From an optimization exercise on the open Yosys and OpenROAD flow, aimed at small area and a short achievable clock period; shortcuts taken in it are not production practice.
Function was not checked in any run shown here: the RTL went through the layout flow alone.
No activity file was given, so power comes from the tool's default toggle rates.

## flow/design.v (module list and top-level ports; edited modules follow where they fit)
// module alu: 1076 lines
module alu # ( parameter WIDTH = 16, CMD_WIDTH = 4 ) (
	input clk, rst,
	input CE,
	input CIN,
	input mode,
	input [1:0] INP_INVALID,
	input [ CMD_WIDTH-1 :0] CMD,
	input [ WIDTH-1 :0] opa,
	input [ WIDTH-1 :0] opb,
	output reg ERR, OFLOW, g , l, e, cout,
	output reg [ 2 * WIDTH :0] RES
);
  // ...
==> flow/flow/run.sh <==
#!/bin/bash
# The standard layout (the standard.sh, all of its steps), with two changes:
#  - synthesis: Yosys's synth command also gets -noabc, so its quick generic
#    ABC pass does not rewrite the full adders before extract_fa maps them (that
#    pass leaves an inverter between most pairs of adder cells).  The rest of
#    the synthesis script is synth_recipe.tcl unchanged (-nofsm -noshare,
#    flatten, renames), and ORFS's own ABC mapping still runs afterwards.
#  - placement: buffer_ports uses sky130_fd_sc_hd__buf_1 for the port buffers
#    instead of the delay cell it picks by default; every input and output port
#    still gets its own buffer.
# The make output is kept in standard.log.
set -euo pipefail
{
  echo 'proc synth {args} { yosys synth -nofsm -noshare -noabc {*}$args }'
  tail -n +2 synth_recipe.tcl
} > synth_noabc.tcl
bash standard.sh SYNTH_SCRIPT="$PWD/synth_noabc.tcl" \
  BUFFER_PORTS_ARGS="-buffer_cell sky130_fd_sc_hd__buf_1" finish > standard.log 2>&1
==> flow/standard.sh <==
#!/bin/bash
# synth_recipe.tcl (not shown) runs the flow's synth.tcl, then flattens the netlist and writes it again
# the make line also repeats each setting of config.mk as NAME=value (left out here)
make -C /OpenROAD-flow-scripts/flow DESIGN_CONFIG=/design/flow/config.mk WORK_HOME=/design/flow/orfs CLKGATE_MAP_FILE= SYNTH_SCRIPT=/design/flow/synth_recipe.tcl "${@:-finish}"
==> flow/config.mk <==
export PLATFORM = sky130hd
export DESIGN_NAME = alu
export DESIGN_NICKNAME = alu
export VERILOG_FILES = /design/flow/design.v
export SDC_FILE = /design/flow/constraint.sdc
export NUM_CORES = 4
export LEC_CHECK = 0
export ABC_AREA = 1
export CAP_MARGIN = 20
export CORE_MARGIN = 2
export CORE_UTILIZATION = 40
export GPL_TIMING_DRIVEN = 0
export SLEW_MARGIN = 20
==> flow/constraint.sdc <==
create_clock -name core_clock -period 9.0 [get_ports {clk}]
set_input_delay 1.8000 -clock core_clock [delete_from_list [all_inputs] [get_ports {clk}]]
set_output_delay 1.8000 -clock core_clock [all_outputs]
set_load 0.01 [all_outputs]
==> impl_results.md, run 1 <==
* Outcome: no timing/DRC/antenna violations
* Area fraction of the dominant cell type after synthesis at 0.402
* Most frequently used flop master after synthesis: dfrtp_1
* # diodes at 0
* Met1 usage at 0.397
* Layout clock area frac at 0.0127
* DRT Pass-1 Iters at 6
* Filler instances at 3141
* FF-to-FF setup slack at 8.16 ns
* Seq/total area at 0.0722
* Routed vias at 12100
* Final Instance Count excl. Fillers at 2107
* First-pass GRT wire length at 71500 um
* Clock latency (worst-skew pair) at 0.30 ns
* Number of stages on the worst setup path at 26
* Post-Syn Area at 12200 um2
* Reg area at 976 um2
* R2R depth at 3
* Crit path max-delay family: adder cells
* Gate power share at 0.810
* Adder-cell share of the synthesized area at 0.456
* Die Area at 32000 um2
* Post-synthesis cell count at 1601
* Number of well taps at 396
* Non-clk bufs at 167
* Hold Path Origin: RES[26]
* Crit path time final at 8.74 ns
* Pwr/cell area at 169 nW/um2
* Critical path endpoint: RES[1]
* Worst Path Max Fanout at 10
* Largest class: multi-input gates
* CTS Hold Buffers Added at 0
* CTS buffer count at 5
==> inputs of run 2 (changes only) <==
--- a/flow/design.v
+++ b/flow/design.v
@@ -53,19 +53,19 @@
                    op_incb | op_decb | op_sig;
     wire op_ext  = op_sub | op_subc | op_deca | op_decb | op_sig;
     wire op_lut  = op_and | op_nand | op_or | op_nor | op_xor | op_xnor | op_nota | op_notb;
     wire op_ok   = op_addt | op_cmp | op_mul | op_nop | op_lut | op_shq | op_shrb | op_shlb;
     wire op_err  = ~op_ok;
     wire [15:0] dec = 16'd1 << b[3:0];
     wire [15:0] dec_r = {dec[1], dec[2], dec[3], dec[4], dec[5], dec[6], dec[7], dec[8],
                          dec[9], dec[10], dec[11], dec[12], dec[13], dec[14], dec[15], dec[0]};
-    wire gmul = CMD[3] & ~CMD[2] & (CMD[1] ^ CMD[0]);
-    wire [15:0] m  = CMD[1] ? {a[14:0], 1'b0} : a;
-    wire [15:0] q  = mode ? ({16{gmul}} & b) : (CMD[0] ? dec_r : dec);
+    wire gm = ~mode | (CMD[3] & ~CMD[2] & (CMD[1] ^ CMD[0]));
+    wire [15:0] m  = (CMD[1] ? {a[14:0], 1'b0} : a) & {16{gm}};
+    wire [15:0] q  = mode ? b : (CMD[0] ? dec_r : dec);
     wire ena  = op_add | op_sub | op_addc | op_subc | op_cmp | op_amul | op_sig | op_inca | op_deca;
     wire enb1 = op_incb | op_decb;
     wire enb2 = op_add | op_sub | op_addc | op_subc | op_cmp | op_amul | op_sig;
     wire inv  = op_sub | op_subc | op_cmp | op_subs | op_deca | op_decb;
     wire [15:0] r1 = ({16{ena}} & a) | ({16{enb1}} & b);
     wire [15:0] r2 = ({16{enb2}} & b) ^ {16{inv}};
     wire cin = op_sub | op_cmp | op_subs | op_amul | op_inca | op_incb |
                (op_addc & CIN) | (op_subc & ~CIN);
==> run 2 against run 1 <==
Compared with the run above: largest cell class unchanged; total power grew 5.7%; first-iteration DRC count up 3.6%; still clean on timing, DRC and antenna; maximum frequency fell by 0.33%; sequential cell count stayed put.
==> impl_results.md, run 2 <==
* Die Area at 32300 um2 (+0.88%)
* Worst-Margin Slew at 0.900 ns
* Most frequent cells in the layout: nand2_1 (373), nor2_1 (368), fa_1 (245), inv_1 (141), nand3_1 (124)
* Fin Setup TNS at 0 ns
* Total track usage at 0.290
* Syn_nets at 2002
* RSZ-0062 raised after global routing: false
* Crit path time final at 8.76 ns (+0.0290 ns)
* Clock sink total at 39
* Via density at 5.68
* Worst-path clk slew at 0.05 ns
* Tcrit/Tclk final at 0.974
* Vias in the first global route at 12700
* Sw Ratio at 0.585
* FMAX at 0.114 GHz
* Worst Path Max Fanout at 11 (+1)
* Element type at the critical path end: register
* First-pass GRT wire length at 72200 um (+0.94%)
* FFs w/ async S/R, synth at 1.00
* CTS Hold Buffers Added at 0 (unchanged)
* Initial antenna violation count at 0
* Final setup vio count at 0
* DRT Pass-1 Iters at 5 (-1)
* Synthesis-to-finish area growth at 10.0%
* Iteration-0 DRC Markers at 1131
* Worst Path Arrival at 8.93 ns
* CTS buffer count at 5 (unchanged)
* Max Root-Sink Buffers at 2
* Power share of the clock group at 0.073
* Final Util at 0.445
* Area fraction of the dominant cell type after synthesis at 0.399 (-0.00363)
* Most frequently used flop master after synthesis: dfrtp_1
* Distinct cells, synth at 46
* P_leak at 7.00 nW
* Psw at 1.41 mW
* EDFF count, synth at 0
* Hold Vio Cnt, Final at 0
* Commonest non-fill, non-tap cell in the layout: nand2_1
* Worst Skew at 0 ns
* Hold Path Class: register to register
* Residual DRC at 0
* FF+latch count, synth at 39
* Routed wire length at 46300 um
* CTS tree: yes
* Top-count cell post-synth: nand2_1
* Crit Path Class: primary input to register
* Crit path top cell by count: fa_1
* Chip width at 180 um
* Syn avg cell area at 7.44 um2
* Slowest stage delay, CP at 0.65 ns
* I/O Pins at 82
* Slew HR at 0.399
* Pin count of the biggest net entering global routing at 27
* Wire per inst at 21.5 um
* # diodes at 0 (unchanged)
* Placed cells at 2137
* GP Congestion at 0.981
* Outcome: no timing/DRC/antenna violations
* CTS Root Cell: clkbuf_16
* Sequential power share at 0.091
* Synth area leaders: fa_1 (40%), nand2_1 (12%), nor2_1 (11%)
* Slew Viols, Final at 0
* Startpoint types: primary input
* # rows at 64
* Gate power share at 0.836 (+0.026)
* Post-detail-place hpwl at 37500 um
* YS warnings at 1
* Pwr/cell area at 177 nW/um2 (+5.2%)
* I/O Buffers at 78
* Share of layout cells above drive strength 1 at 0.0802
* GRT Residual Overflow at 0
* Clock latency (worst-skew pair) at 0.28 ns (-0.02 ns)
* Top reg by flops: RES
* Routed vias at 12200 (+1.2%)
* CORE AREA at 30500 um2
* Required time of the critical path at 9.16 ns
* Post-Syn Area at 12400 um2 (+0.91%)
* Antenna viol nets, final at 0
* Post-synthesis cell count at 1661 (+3.7%)
* Internal power at 1000 uW
* Largest register FFs at 33
* Final Instance Count excl. Fillers at 2155 (+2.3%)
* VDD IR-drop max at 0.000133 V
* Area leader, netlist: fa_1
* Crit-path slowest cell: fa_1
* Die height at 180 um
* Commonest cells post-synth: nand2_1 (383), nor2_1 (368), fa_1 (246)
* Sequential area share after synthesis at 0.0790
* H-tree levels at 2
* Fin nets at 2100
* Initial core utilization at 0.405
* Max_cap viols at 0
run 2: worst paths after layout:
| kind | slack [ns] | to | from | depth (start not counted) |
|---|---|---|---|---|
| max | 0.24 | RES[0] | CMD[0] | 30 |
| min | 0.48 | RES[32] | RES[32] | 2 |
| max reg2reg | 8.28 | RES[17] | RES[17] | 1 |
| min reg2reg | 0.48 | RES[32] | RES[32] | 2 |
| max in group asynchronous | 7.12 | e | rst | 3 |
| min in group asynchronous | 1.44 | RES[18] | rst | 2 |
run 2: timing repair:
item                                    4_1_cts  5_1_grt
setup buffers                                 2       12
hold endpoints to repair                      0        0
pin swaps                                     2        4
gates cloned                                  0        0
gates resized for setup                      13       37
endpoints found under the setup margin       26       27
run 2: through the flow:
step                      cell area (um2)  hold slack (ns)  power [mW]  setup slack (ns)
after detailed placement            13200            0.466        2.15            -0.874
after CTS                           13400            0.481        2.33           -0.0306
after global routing                13600            0.503        2.65            0.0138
after floorplan                     12400            0.515        1.58             0.166
final                               13600            0.478        2.41             0.235
after global placement              13100            0.464        2.12             -2.00
run 2: per-layer routing:
layer  track usage  wire [um]  up-vias
met4         0.138       2440        0
met1         0.371      18400     6109
met3        0.0561       3700      139
li1              -          -     5421
met5             0          0        -
met2         0.474      21700      565
run 2: layout make-up:
cell class                      count  area (um2)
Fill cell                        3170       16900
Multi-Input combinational cell   1408       10600
Sequential cell                    39         976
Inverter                          149         561
Tap cell                          396         495
Timing Repair Buffer               94         448
Buffer                             62         352
Clock buffer                        6         139
Clock inverter                      1        5.00
run 2: power groups by stage:
stage | clock network [mW] | registers, mW | logic, mW
final | 0.176 | 0.219 | 2.02
after global routing | 0.185 | 0.223 | 2.24
after floorplan | 0 | 0.234 | 1.34
after global placement | 0 | 0.221 | 1.90
after CTS | 0.177 | 0.219 | 1.94
after detailed placement | 0 | 0.222 | 1.93
run 2: logic make-up after synthesis:
group / share of synthesized area
simple gates: 0.313
fa+ha+maj: 0.451
buf+inv: 0.0722
compound gates: 0.0713
flops: 0.0790
xor+xnor: 0.0128
run 2: critical path, delay by kind of cell:
| family | cells | cell delay (ns) |
|---|---|---|
| buffers and inverters | 8 | 1.56 |
| AND/OR/NAND/NOR | 9 | 1.33 |
| AO/OA/AOI/OAI | 5 | 0.52 |
| adder cells (fa/ha/maj) | 8 | 3.69 |

-- separate check: timing with driven ports --
The results above use ideal ports. As a check the final layouts listed here were re-extracted and re-timed, cells and wires unchanged.
Step 1: set_driving_cell puts a clkbuf_16 on clk and a buf_2 on each other input, an assumption about the parent block.
Step 2 also shifts input and output timing later by t, the mid clock arrival at the registers, as if the neighbouring blocks saw the same clock.
a / b / c = ideal / step 1 / step 2; a / b = the first two.
| run | shift t [ns] | slack for setup (ns) | latest minus earliest clock arrival (ns) | pins driven straight from the clock port |
|---|---|---|---|---|
| run 1 | 0.337 | 0.264 / 0.284 / -0.052 | 0.011 / 0.011 | 1 |
| run 2 | 0.321 | 0.235 / 0.248 / -0.073 | 0.002 / 0.003 | 1 |
With both steps, setup timing fails in run 1 and run 2, where it was met with ideal ports. The setup slack of run 1, which loses most, moves by +0.020 ns with the drivers and by -0.316 ns with both steps.
